From an optimization exercise on the open Yosys and OpenROAD flow, aimed at small area and a short achievable clock period; shortcuts taken in it are not production practice.
The RTL was checked by simulation tests, not by an equivalence proof against the original design.

==> job 7892: inputs <==
==> flow/design.v (excerpt) <==
module rms(input clk, input rst, input pushin, input [1:0] cmdin, input signed [31:0] Xin,
           input pullout, output stopout, output [31:0] Xout);
==> flow/config.mk <==
export PLATFORM = sky130hd
export DESIGN_NAME = rms
export DESIGN_NICKNAME = rms
export VERILOG_FILES = /design/flow/design.v
export SDC_FILE = /design/flow/constraint.sdc
export NUM_CORES = 4
export LEC_CHECK = 0
export ABC_AREA = 1
export CAP_MARGIN = 30
export CORE_MARGIN = 2
export CORE_UTILIZATION = 70
export CTS_BUF_LIST = sky130_fd_sc_hd__clkbuf_4 sky130_fd_sc_hd__clkbuf_8
export CTS_CLUSTER_DIAMETER = 50
export CTS_CLUSTER_SIZE = 18
export PLACE_DENSITY = 0.8
export SLEW_MARGIN = 20
==> flow/constraint.sdc <==
create_clock -name core_clock -period 220.0 [get_ports {clk}]
set_input_delay 44.0000 -clock core_clock [delete_from_list [all_inputs] [get_ports {clk}]]
set_output_delay 44.0000 -clock core_clock [all_outputs]
set_load 0.01 [all_outputs]
standard.sh (not shown) runs the stock make flow with config.mk's settings and CLKGATE_MAP_FILE= SYNTH_SCRIPT=/design/flow/synth_recipe.tcl, a recipe that flattens the netlist after the stock synthesis.
==> flow/flow/run.sh <==
#!/bin/bash
# Layout flow: the standard flow with three changes to synthesis:
#  - Yosys synth runs with -noabc (no generic ABC pass before full-adder
#    extraction), so the adders written in the RTL are extracted as written;
#  - only full adders are extracted (extract_fa -fa), no half adders;
#  - the final ABC technology mapping uses an area-oriented script
#    (flow/abc_area_map.script).
# Placement buffers the ports with buf_2 cells (BUFFER_PORTS_ARGS).
# CTS runs without dummy loads (CTS_ARGS; same clustering as config.mk).
# Synthesis otherwise is synth_recipe.tcl (-nofsm -noshare, flatten, rename);
# floorplan through finish is the standard.sh unchanged.
set -euo pipefail
HERE=$(pwd)
SCRIPT=$HERE/flow/abc_area_map.script
{
  echo "# synth_recipe.tcl with synth -noabc and the final abc call using $SCRIPT"
  echo "proc abc {args} {"
  echo "  set i [lsearch -exact \$args -script]"
  echo "  if {\$i >= 0} { lset args [expr {\$i + 1}] $SCRIPT }"
  echo "  yosys abc {*}\$args"
  echo "}"
  echo 'proc synth {args} { yosys synth -nofsm -noshare -noabc {*}$args }'
  echo 'proc extract_fa {args} { yosys extract_fa -fa }'
  tail -n +2 synth_recipe.tcl
} > my_synth.tcl
grep -q '^source .*synth.tcl' my_synth.tcl
sed "s#SYNTH_SCRIPT=[^ ]*#SYNTH_SCRIPT=$HERE/my_synth.tcl#" standard.sh > my_standard.sh
grep -q "SYNTH_SCRIPT=$HERE/my_synth.tcl" my_standard.sh
bash my_standard.sh synth > synth.log 2>&1
export BUFFER_PORTS_ARGS="-buffer_cell sky130_fd_sc_hd__buf_2"
export CTS_ARGS="-sink_clustering_enable -repair_clock_nets -sink_clustering_size 18 -sink_clustering_max_diameter 50 -buf_list {sky130_fd_sc_hd__clkbuf_4 sky130_fd_sc_hd__clkbuf_8} -dont_use_dummy_load"
bash my_standard.sh finish > layout.log 2>&1
test -f out/final.def
==> flow/flow/abc_area_map.script <==
strash
dc2
dch
amap
topo
stime -c
==> job 6551 (differences from job 7892) <==
--- a/flow/flow/run.sh
+++ b/flow/flow/run.sh
@@ -8,3 +8,4 @@
 # Placement buffers the ports with buf_2 cells (BUFFER_PORTS_ARGS).
-# CTS runs without dummy loads (CTS_ARGS; same clustering as config.mk).
+# CTS runs without dummy loads and with a clkbuf_16 root buffer (CTS_ARGS;
+# same clustering as config.mk).
 # Synthesis otherwise is synth_recipe.tcl (-nofsm -noshare, flatten, rename);
@@ -30,3 +31,3 @@
 export BUFFER_PORTS_ARGS="-buffer_cell sky130_fd_sc_hd__buf_2"
-export CTS_ARGS="-sink_clustering_enable -repair_clock_nets -sink_clustering_size 18 -sink_clustering_max_diameter 50 -buf_list {sky130_fd_sc_hd__clkbuf_4 sky130_fd_sc_hd__clkbuf_8} -dont_use_dummy_load"
+export CTS_ARGS="-sink_clustering_enable -repair_clock_nets -sink_clustering_size 18 -sink_clustering_max_diameter 50 -buf_list {sky130_fd_sc_hd__clkbuf_4 sky130_fd_sc_hd__clkbuf_8} -dont_use_dummy_load -root_buf sky130_fd_sc_hd__clkbuf_16"
 bash my_standard.sh finish > layout.log 2>&1
==> job 4044 (differences from job 7892) <==
--- a/flow/flow/run.sh
+++ b/flow/flow/run.sh
@@ -30,3 +30,3 @@
 export BUFFER_PORTS_ARGS="-buffer_cell sky130_fd_sc_hd__buf_2"
-export CTS_ARGS="-sink_clustering_enable -repair_clock_nets -sink_clustering_size 18 -sink_clustering_max_diameter 50 -buf_list {sky130_fd_sc_hd__clkbuf_4 sky130_fd_sc_hd__clkbuf_8} -dont_use_dummy_load"
+export CTS_ARGS="-sink_clustering_enable -repair_clock_nets -sink_clustering_size 18 -sink_clustering_max_diameter 50 -buf_list {sky130_fd_sc_hd__clkbuf_4 sky130_fd_sc_hd__clkbuf_8} -dont_use_dummy_load -root_buf sky130_fd_sc_hd__clkbuf_16"
 bash my_standard.sh finish > layout.log 2>&1
==> notes <==
- Register-to-register slack is about the same in job 4044 and job 6551.
- Utilization is about the same in job 6551 and job 7892.
- In final cell count, job 4044 and job 7892 hardly differ.
- In global-route usage, job 6551 and job 4044 do not differ.
- Between job 7892 and job 4044, the lower fmax is in job 7892 (gap about 0.3%, measured against job 4044).
- Clock-buffer cell count is the same in job 4044 and job 7892.
- In area after synthesis, job 7892 and job 6551 do not differ.
- Via count is about the same in job 6551 and job 7892.
==> figures <==
Status: job 6551 finished clean; job 4044 finished clean; job 7892 finished clean
Sum of met3 wire segment lengths after detailed routing: job 6551 19.47 mm; job 4044 19.47 mm; job 7892 19.32 mm
Proportion of cell area occupied by multi-input gates: job 6551 49.85%; job 4044 49.85%; job 7892 49.85%
Post-route non-filler standard cell count: job 6551 8,870; job 4044 8,870; job 7892 8,872
Worst-Margin Slew: job 6551 1.195 ns; job 4044 1.195 ns; job 7892 1.210 ns
Portion of the clock cycle consumed by the worst path in the final layout: job 6551 20.61%; job 4044 20.61%; job 7892 20.67%
Final instance area: job 6551 106,200 sq um; job 4044 106,200 sq um; job 7892 106,200 sq um
N_diodes: job 6551 0; job 4044 0; job 7892 2
Total routing usage reported by global routing: job 6551 33.27%; job 4044 33.27%; job 7892 33.26%
Worst-case setup margin in the final layout: job 6551 174.65 ns; job 4044 174.65 ns; job 7892 174.52 ns
Global-route met2 utilization: job 6551 55.96%; job 4044 55.96%; job 7892 55.95%
Via count of the first global-routing pass: job 6551 66.81k; job 4044 66.81k; job 7892 66.82k
Buffer share of cell area: job 6551 1.817%; job 4044 1.817%; job 7892 1.817%
Post-route minimum period: job 6551 45.35 ns; job 4044 45.35 ns; job 7892 45.48 ns
Worst clock skew on the final layout: job 6551 0.1622 ns; job 4044 0.1622 ns; job 7892 0.1492 ns
Slack of the worst reg-to-reg path: job 6551 175.61 ns; job 4044 175.61 ns; job 7892 175.57 ns

========
==> amber: inputs <==
rms, a different RTL version from the one above (not shown whole).
clock: 220.0 ns
lec_check: 0
abc_area: 1
cap_margin: 30
core_margin: 2
core_utilization: 70
cts_buf_list: sky130_fd_sc_hd__clkbuf_4 sky130_fd_sc_hd__clkbuf_8
cts_cluster_diameter: 50
cts_cluster_size: 18
place_density: 0.8
slew_margin: 20
==> flow/flow/run.sh <==
#!/bin/bash
# Layout flow: the standard flow with three changes to synthesis:
#  - Yosys synth runs with -noabc (no generic ABC pass before full-adder
#    extraction), so the adders written in the RTL are extracted as written;
#  - only full adders are extracted (extract_fa -fa), no half adders;
#  - the final ABC technology mapping uses an area-oriented script
#    (flow/abc_area_map.script).
# Placement buffers the ports with buf_2 cells (BUFFER_PORTS_ARGS).
# CTS runs without dummy loads (CTS_ARGS; same clustering as config.mk).
# Synthesis otherwise is synth_recipe.tcl (-nofsm -noshare, flatten, rename);
# floorplan through finish is the standard.sh unchanged.
set -euo pipefail
HERE=$(pwd)
SCRIPT=$HERE/flow/abc_area_map.script
{
  echo "# synth_recipe.tcl with synth -noabc and the final abc call using $SCRIPT"
  echo "proc abc {args} {"
  echo "  set i [lsearch -exact \$args -script]"
  echo "  if {\$i >= 0} { lset args [expr {\$i + 1}] $SCRIPT }"
  echo "  yosys abc {*}\$args"
  echo "}"
  echo 'proc synth {args} { yosys synth -nofsm -noshare -noabc {*}$args }'
  echo 'proc extract_fa {args} { yosys extract_fa -fa }'
  tail -n +2 synth_recipe.tcl
} > my_synth.tcl
grep -q '^source .*synth.tcl' my_synth.tcl
sed "s#SYNTH_SCRIPT=[^ ]*#SYNTH_SCRIPT=$HERE/my_synth.tcl#" standard.sh > my_standard.sh
grep -q "SYNTH_SCRIPT=$HERE/my_synth.tcl" my_standard.sh
bash my_standard.sh synth > synth.log 2>&1
export BUFFER_PORTS_ARGS="-buffer_cell sky130_fd_sc_hd__buf_2"
export CTS_ARGS="-sink_clustering_enable -repair_clock_nets -sink_clustering_size 18 -sink_clustering_max_diameter 50 -buf_list {sky130_fd_sc_hd__clkbuf_4 sky130_fd_sc_hd__clkbuf_8} -dont_use_dummy_load"
bash my_standard.sh finish > layout.log 2>&1
test -f out/final.def
Scripts as last shown in full above: flow/flow/abc_area_map.script
==> harbor: changes against amber <==
--- a/flow/design.v
+++ b/flow/design.v
@@ -11278,24 +11278,13 @@
       v1 <= 1'b0;
     end else begin
       clr <= p0 & c0[1] & c0[0];
       v1 <= p0 & c0[1];
     end
-  wire [9:0] nd = {{9{sub}}, p0};
-  wire [10:0] nc;
-  wire [9:0] Nn;
-  assign nc[0] = 1'b0;
-  genvar k;
-  generate
-    for (k = 0; k < 10; k = k + 1) begin : g_n
-      assign Nn[k] = Ne[k] ^ nd[k] ^ nc[k];
-      assign nc[k + 1] = (Ne[k] & nd[k]) | (nc[k] & (Ne[k] ^ nd[k]));
-    end
-  endgenerate
   always @(posedge clk) begin
     S <= T;
-    N <= Nn;
+    N <= Ne + {{9{sub}}, p0};
   end
   reg p2_S_59;
   reg p2_w1729;
   reg p2_w1992;
   reg p2_w1730;
==> flow/flow/run.sh (replaced) <==
#!/bin/bash
# Layout flow: the standard flow with two changes to synthesis only:
#  - Yosys synth runs with -noabc (no generic ABC pass before full-adder
#    extraction), so the adders written in the RTL are extracted as written;
#  - the final ABC technology mapping uses an area-oriented script
#    (flow/abc_area_map.script).
# Placement buffers the ports with buf_2 cells (BUFFER_PORTS_ARGS).
# Synthesis otherwise is synth_recipe.tcl (-nofsm -noshare, flatten, rename);
# floorplan through finish is the standard.sh unchanged.
set -euo pipefail
HERE=$(pwd)
SCRIPT=$HERE/flow/abc_area_map.script
{
  echo "# synth_recipe.tcl with synth -noabc and the final abc call using $SCRIPT"
  echo "proc abc {args} {"
  echo "  set i [lsearch -exact \$args -script]"
  echo "  if {\$i >= 0} { lset args [expr {\$i + 1}] $SCRIPT }"
  echo "  yosys abc {*}\$args"
  echo "}"
  echo 'proc synth {args} { yosys synth -nofsm -noshare -noabc {*}$args }'
  tail -n +2 synth_recipe.tcl
} > my_synth.tcl
grep -q '^source .*synth.tcl' my_synth.tcl
sed "s#SYNTH_SCRIPT=[^ ]*#SYNTH_SCRIPT=$HERE/my_synth.tcl#" standard.sh > my_standard.sh
grep -q "SYNTH_SCRIPT=$HERE/my_synth.tcl" my_standard.sh
bash my_standard.sh synth > synth.log 2>&1
export BUFFER_PORTS_ARGS="-buffer_cell sky130_fd_sc_hd__buf_2"
bash my_standard.sh finish > layout.log 2>&1
test -f out/final.def
- CORE_UTILIZATION: 70 -> 40
- PLACE_DENSITY: 0.8 -> not set
==> onyx: changes against amber <==
--- a/flow/design.v
+++ b/flow/design.v
@@ -11278,24 +11278,13 @@
       v1 <= 1'b0;
     end else begin
       clr <= p0 & c0[1] & c0[0];
       v1 <= p0 & c0[1];
     end
-  wire [9:0] nd = {{9{sub}}, p0};
-  wire [10:0] nc;
-  wire [9:0] Nn;
-  assign nc[0] = 1'b0;
-  genvar k;
-  generate
-    for (k = 0; k < 10; k = k + 1) begin : g_n
-      assign Nn[k] = Ne[k] ^ nd[k] ^ nc[k];
-      assign nc[k + 1] = (Ne[k] & nd[k]) | (nc[k] & (Ne[k] ^ nd[k]));
-    end
-  endgenerate
   always @(posedge clk) begin
     S <= T;
-    N <= Nn;
+    N <= Ne + {{9{sub}}, p0};
   end
   reg p2_S_59;
   reg p2_w1729;
   reg p2_w1992;
   reg p2_w1730;
==> flow/flow/run.sh (replaced) <==
#!/bin/bash
# Layout flow: the standard flow with two changes to synthesis only:
#  - Yosys synth runs with -noabc (no generic ABC pass before full-adder
#    extraction), so the adders written in the RTL are extracted as written;
#  - the final ABC technology mapping uses an area-oriented script
#    (flow/abc_area_map.script).
# Placement buffers the ports with buf_2 cells (BUFFER_PORTS_ARGS).
# CTS runs without dummy loads (CTS_ARGS; same clustering as config.mk).
# Synthesis otherwise is synth_recipe.tcl (-nofsm -noshare, flatten, rename);
# floorplan through finish is the standard.sh unchanged.
set -euo pipefail
HERE=$(pwd)
SCRIPT=$HERE/flow/abc_area_map.script
{
  echo "# synth_recipe.tcl with synth -noabc and the final abc call using $SCRIPT"
  echo "proc abc {args} {"
  echo "  set i [lsearch -exact \$args -script]"
  echo "  if {\$i >= 0} { lset args [expr {\$i + 1}] $SCRIPT }"
  echo "  yosys abc {*}\$args"
  echo "}"
  echo 'proc synth {args} { yosys synth -nofsm -noshare -noabc {*}$args }'
  tail -n +2 synth_recipe.tcl
} > my_synth.tcl
grep -q '^source .*synth.tcl' my_synth.tcl
sed "s#SYNTH_SCRIPT=[^ ]*#SYNTH_SCRIPT=$HERE/my_synth.tcl#" standard.sh > my_standard.sh
grep -q "SYNTH_SCRIPT=$HERE/my_synth.tcl" my_standard.sh
bash my_standard.sh synth > synth.log 2>&1
export BUFFER_PORTS_ARGS="-buffer_cell sky130_fd_sc_hd__buf_2"
export CTS_ARGS="-sink_clustering_enable -repair_clock_nets -sink_clustering_size 24 -sink_clustering_max_diameter 40 -buf_list {sky130_fd_sc_hd__clkbuf_4 sky130_fd_sc_hd__clkbuf_8} -dont_use_dummy_load"
bash my_standard.sh finish > layout.log 2>&1
test -f out/final.def
- CORE_UTILIZATION: 70 -> 60
- CTS_CLUSTER_DIAMETER: 50 -> 40
- CTS_CLUSTER_SIZE: 18 -> 24
- PLACE_DENSITY: 0.8 -> 0.72
==> summary.txt <==
|  | amber | onyx | harbor |
|---|---|---|---|
| Status | no timing/DRC/antenna violations | no timing/DRC/antenna violations | no timing/DRC/antenna violations |
| Signed area change from the synthesized netlist to the final layout | 6.953% | 8.310% | 10.76% |
| Synthesized-area fraction occupied by ao, oa, aoi and oai cells | 15.20% | 15.27% | 15.27% |
| Horiz. Die Dim | 386.5 um | 419.0 um | 512.2 um |
| Upper clock frequency limit | 21.97 MHz | 21.94 MHz | 21.93 MHz |
| Sequential portion of the cell area | 42.81% | 41.91% | 40.99% |
| Cell area after layout | 0.1096 sq mm | 0.1119 sq mm | 0.1144 sq mm |
| Area share of the largest cell type after synthesis | 31.33% | 30.92% | 30.92% |
| Num CTS Buffers | 155 | 218 | 172 |
| Tmin final | 45.52 ns | 45.58 ns | 45.60 ns |
| Mean routed wirelength per cell | 25.47 um | 23.40 um | 22.66 um |
| Reg2reg path depth | 120 | 111 | 111 |
| Cell with the largest stage delay on the worst path | sky130_fd_sc_hd__edfxtp_1 | sky130_fd_sc_hd__edfxtp_1 | sky130_fd_sc_hd__dfrtp_1 |
| Pin count of the biggest net entering global routing | 134 | 127 | 168 |
| Number of diodes | 2 | 4 | 4 |
| Sequential share of the synthesized area | 45.77% | 45.38% | 45.38% |
| Netlist area before placement | 0.1024 sq mm | 0.1033 sq mm | 0.1033 sq mm |
| Number of buffers other than clock buffers in the final layout | 294 | 310 | 319 |
| Detailed-route vias per instance | 6.835 | 6.393 | 5.731 |
| Drt initial violations | 8221 | 6164 | 5611 |

[separate check: timing with driven ports]
The results above use ideal ports. As a check the final layouts listed here were re-extracted and re-timed, cells and wires unchanged.
Step 1 sets driving cells, clkbuf_16 on the clock port and buf_2 on the other inputs (assumed; they add their load-dependent delay and slew).
Step 2, shift: input delay + t, output delay - t, t = (earliest + latest rising clock arrival at the registers) / 2. This alone moves slack from input paths to output paths.
a / b / c = ideal ports / drivers / drivers and shift; a / b = the first two.
run	t, ns	setup WS [ns]	latest minus earliest clock arrival (ns)	pins driven straight from the clock port
job 7892	0.949	174.520 / 174.448 / 174.511	0.163 / 0.163	1
job 6551	0.815	174.654 / 174.575 / 174.514	0.174 / 0.174	1
job 4044	0.815	174.654 / 174.575 / 174.514	0.174 / 0.174	1
amber	0.996	174.481 / 174.399 / 174.612	0.152 / 0.152	1
harbor	1.047	174.404 / 174.319 / 174.546	0.135 / 0.135	1
onyx	1.030	174.417 / 174.340 / 174.747	0.176 / 0.176	1
After both steps every run listed still meets setup and hold.
